From an optimization exercise on the open Yosys and OpenROAD flow, aimed at small area; shortcuts taken in it are not production practice.
Function was checked by simulation only, so behaviour that the tests miss may differ from the original.
Power and IR drop assume default switching activity.

==> flow/design.v <==
module vdc_cmp (a, nv, gt);
input  [9:0] a;
input  [9:0] nv;
output gt;
wire [9:0] c;    
vdc_nand2 s0 (.a(a[0]), .b(nv[0]), .y(c[0]));    
vdc_stb  s1 (.a(a[1]), .b(nv[1]), .cn(c[0]), .y(c[1]));    
vdc_maj  s2 (.a(a[2]), .b(nv[2]), .c(c[1]), .y(c[2]));    
vdc_maj  s3 (.a(a[3]), .b(nv[3]), .c(c[2]), .y(c[3]));    
vdc_maj  s4 (.a(a[4]), .b(nv[4]), .c(c[3]), .y(c[4]));    
vdc_maj  s5 (.a(a[5]), .b(nv[5]), .c(c[4]), .y(c[5]));    
vdc_maj  s6 (.a(a[6]), .b(nv[6]), .c(c[5]), .y(c[6]));    
vdc_maj  s7 (.a(a[7]), .b(nv[7]), .c(c[6]), .y(c[7]));    
vdc_sta  s8 (.a(a[8]), .b(nv[8]), .c(c[7]), .y(c[8]));    
vdc_stb  s9 (.a(a[9]), .b(nv[9]), .cn(c[8]), .y(c[9]));    
assign gt = c[9];
endmodule
module vdc_stb (a, b, cn, y);
input a, b, cn;
output y;
wire np, ng;
vdc_nor2  u0 (.a(a), .b(b), .y(np));
vdc_nand2 u1 (.a(a), .b(b), .y(ng));
vdc_oai21 u2 (.a1(np), .a2(cn), .b1(ng), .y(y));
endmodule
module vdc_sta (a, b, c, y);
input a, b, c;
output y;
wire g, p;
vdc_and2  u0 (.a(a), .b(b), .y(g));
vdc_or2   u1 (.a(a), .b(b), .y(p));
vdc_oai21 u2 (.a1(c), .a2(g), .b1(p), .y(y));
endmodule
module vdc_and2 (a, b, y);
input a, b;
output y;
assign y = a & b;
endmodule
module vdc_or2 (a, b, y);
input a, b;
output y;
assign y = a | b;
endmodule
module vdc_maj (a, b, c, y);
input a, b, c;
output y;
assign y = (a & b) | (a & c) | (b & c);
endmodule
module vdc_nmaj (a, b, c, y);
input a, b, c;
output y;
vdc_aoi222 u0 (.a1(a), .a2(b), .b1(a), .b2(c), .c1(b), .c2(c), .y(y));
endmodule
module vdc_aoi222 (a1, a2, b1, b2, c1, c2, y);
input a1, a2, b1, b2, c1, c2;
output y;
assign y = ~((a1 & a2) | (b1 & b2) | (c1 & c2));
endmodule
module vdc_nand2 (a, b, y);
input a, b;
output y;
assign y = ~(a & b);
endmodule
module vdc_nor2 (a, b, y);
input a, b;
output y;
assign y = ~(a | b);
endmodule
module vdc_oai21 (a1, a2, b1, y);
input a1, a2, b1;
output y;
assign y = ~((a1 | a2) & b1);
endmodule
module P_HV_image (clk, reset, scalar, out_p);
input clk, reset;
input [1439:0] scalar;
output [143:0] out_p;
reg  [9:0] nv;
wire [9:0] n      = ~{nv[0],nv[1],nv[2],nv[3],nv[4],nv[5],nv[6],nv[7],nv[8],nv[9]};
wire [9:0] n_next = n + 10'd1;
always @(posedge clk)
    if (reset) nv <= 10'h3ff;
    else       nv <= ~{n_next[0],n_next[1],n_next[2],n_next[3],n_next[4],
                       n_next[5],n_next[6],n_next[7],n_next[8],n_next[9]};
reg  [143:0] q;
wire [143:0] bs;
genvar i;
generate
for (i = 0; i < 144; i = i + 1) begin : ch
    vdc_cmp cmp (.a(scalar[10*i+9:10*i]), .nv(nv), .gt(bs[i]));
end
endgenerate
assign out_p = bs ^ q;
always @(posedge clk)
    if (reset) q <= 144'd0;
    else       q <= out_p;
endmodule
clock: 6.0 ns
lec_check: 0
cap_margin: 20
cell_pad_in_sites_detail_placement: 1
cell_pad_in_sites_global_placement: 1
core_area: 5 5 315 315
cts_buf_list: sky130_fd_sc_hd__clkbuf_4 sky130_fd_sc_hd__clkbuf_8
die_area: 0 0 320 320
place_density: 0.35
slew_margin: 20
synth_hierarchical: 1
synth_minimum_keep_size: 0
standard.sh (not shown) runs the stock make flow with config.mk's settings and CLKGATE_MAP_FILE= SYNTH_SCRIPT=/design/flow/synth_recipe.tcl, a recipe that flattens the netlist after the stock synthesis.
==> flow/flow/run.sh <==
#!/bin/bash
# Standard synthesis, then the standard layout with two changes:
# combinational cells start at their smallest drive strength (downsize.tcl,
# after floorplan; later repair steps size up where timing, slew or
# capacitance need it), and the port buffers are buf_1 cells.
set -euo pipefail
W=$(pwd)
bash standard.sh synth > "$W/synth.log" 2>&1
bash standard.sh \
  "POST_FLOORPLAN_TCL=$W/flow/downsize.tcl" \
  "BUFFER_PORTS_ARGS=-buffer_cell sky130_fd_sc_hd__buf_1" \
  "PLACE_PINS_ARGS=-min_distance 1 -min_distance_in_tracks" \
  finish > "$W/layout.log" 2>&1
==> flow/flow/downsize.tcl <==
# Swap every combinational cell that synthesis gave a drive strength above
# the smallest to the smallest cell of the same function; later repair steps
# size up again wherever timing, slew or capacitance needs it.
set n 0
foreach inst [get_cells *] {
  set m [get_property $inst ref_name]
  if {![regexp {^(sky130_fd_sc_hd__[a-z0-9]+)_([0-9]+)$} $m -> base drv]} { continue }
  if {[regexp {df|dl|sdf|edf|conb|tap|fill|decap} $base]} { continue }
  set cur [get_lib_cells */$m]
  set best ""
  set best_area [get_property $cur area]
  foreach d {0 1 2} {
    if {$d >= $drv} { break }
    set cand [get_lib_cells -quiet */${base}_$d]
    if {$cand eq ""} { continue }
    if {[get_property $cand dont_use]} { continue }
    set a [get_property $cand area]
    if {$a < $best_area} { set best $cand; set best_area $a }
  }
  if {$best ne ""} {
    replace_cell $inst $best
    incr n
  }
}
puts "downsize: swapped $n cells to a smaller drive strength"
Next try:
--- a/flow/design.v
+++ b/flow/design.v
@@ -1,8 +1,9 @@
-module vdc_cmp (a, nv, gt);
+module vdc_cmp (a, nv, q, y);
 input  [9:0] a;
 input  [9:0] nv;
-output gt;
+input  q;
+output y;
 wire [9:0] c;    
 vdc_nand2 s0 (.a(a[0]), .b(nv[0]), .y(c[0]));    
 vdc_stb  s1 (.a(a[1]), .b(nv[1]), .cn(c[0]), .y(c[1]));    
 vdc_maj  s2 (.a(a[2]), .b(nv[2]), .c(c[1]), .y(c[2]));    
@@ -10,11 +11,11 @@
 vdc_maj  s4 (.a(a[4]), .b(nv[4]), .c(c[3]), .y(c[4]));    
 vdc_maj  s5 (.a(a[5]), .b(nv[5]), .c(c[4]), .y(c[5]));    
 vdc_maj  s6 (.a(a[6]), .b(nv[6]), .c(c[5]), .y(c[6]));    
 vdc_maj  s7 (.a(a[7]), .b(nv[7]), .c(c[6]), .y(c[7]));    
-vdc_sta  s8 (.a(a[8]), .b(nv[8]), .c(c[7]), .y(c[8]));    
+vdc_stc  s8 (.a(a[8]), .b(nv[8]), .c(c[7]), .y(c[8]));    
 vdc_stb  s9 (.a(a[9]), .b(nv[9]), .cn(c[8]), .y(c[9]));    
-assign gt = c[9];
+assign y = c[9] ^ q;
 endmodule
 module vdc_stb (a, b, cn, y);
 input a, b, cn;
 output y;
@@ -39,8 +40,20 @@
 module vdc_or2 (a, b, y);
 input a, b;
 output y;
 assign y = a | b;
+endmodule
+module vdc_stc (a, b, c, y);
+input a, b, c;
+output y;
+wire g;
+vdc_and2  u0 (.a(a), .b(b), .y(g));
+vdc_oai22 u1 (.a1(c), .a2(g), .b1(a), .b2(b), .y(y));
+endmodule
+module vdc_oai22 (a1, a2, b1, b2, y);
+input a1, a2, b1, b2;
+output y;
+assign y = ~((a1 | a2) & (b1 | b2));
 endmodule
 module vdc_maj (a, b, c, y);
 input a, b, c;
 output y;
@@ -82,16 +95,14 @@
     if (reset) nv <= 10'h3ff;
     else       nv <= ~{n_next[0],n_next[1],n_next[2],n_next[3],n_next[4],
                        n_next[5],n_next[6],n_next[7],n_next[8],n_next[9]};
 reg  [143:0] q;
-wire [143:0] bs;
 genvar i;
 generate
 for (i = 0; i < 144; i = i + 1) begin : ch
-    vdc_cmp cmp (.a(scalar[10*i+9:10*i]), .nv(nv), .gt(bs[i]));
+    vdc_cmp cmp (.a(scalar[10*i+9:10*i]), .nv(nv), .q(q[i]), .y(out_p[i]));
 end
 endgenerate
-assign out_p = bs ^ q;
 always @(posedge clk)
     if (reset) q <= 144'd0;
     else       q <= out_p;
 endmodule
After rerunning: Power stays flat. Synthesized cell count shrinks by about 5%. Via count falls by about 1.7%. Area after synthesis goes down by 3.3%. Wire length increases by about 1%. Cell area is lower by 2.2%.

## static timing again, ports no longer ideal
Ports are ideal in the flow. The routed layouts listed here were re-timed in OpenROAD.
Step 1 assumes that a clkbuf_16 drives the clock port and a buf_2 every other input.
Step 2 adds t to the input delays and takes it off the output delays; t is the mean of the earliest and latest rising clock arrival at the registers after step 1. Input paths then give back, and output paths get back, about the clock's delay inside the block.
Three values: ideal, step 1, step 2; two values: the first two.
run | t, ns | slack for setup (ns) | worst setup path after step 2
the first run | 0.595 | 0.186 / 0.122 / 0.256 | input to output
the second run | 0.601 | 0.179 / 0.110 / 0.173 | input to output
After both steps every run listed still meets setup and hold. For the second run, which loses most, drivers alone change the setup slack by -0.069 ns; drivers and shift together by -0.006 ns.
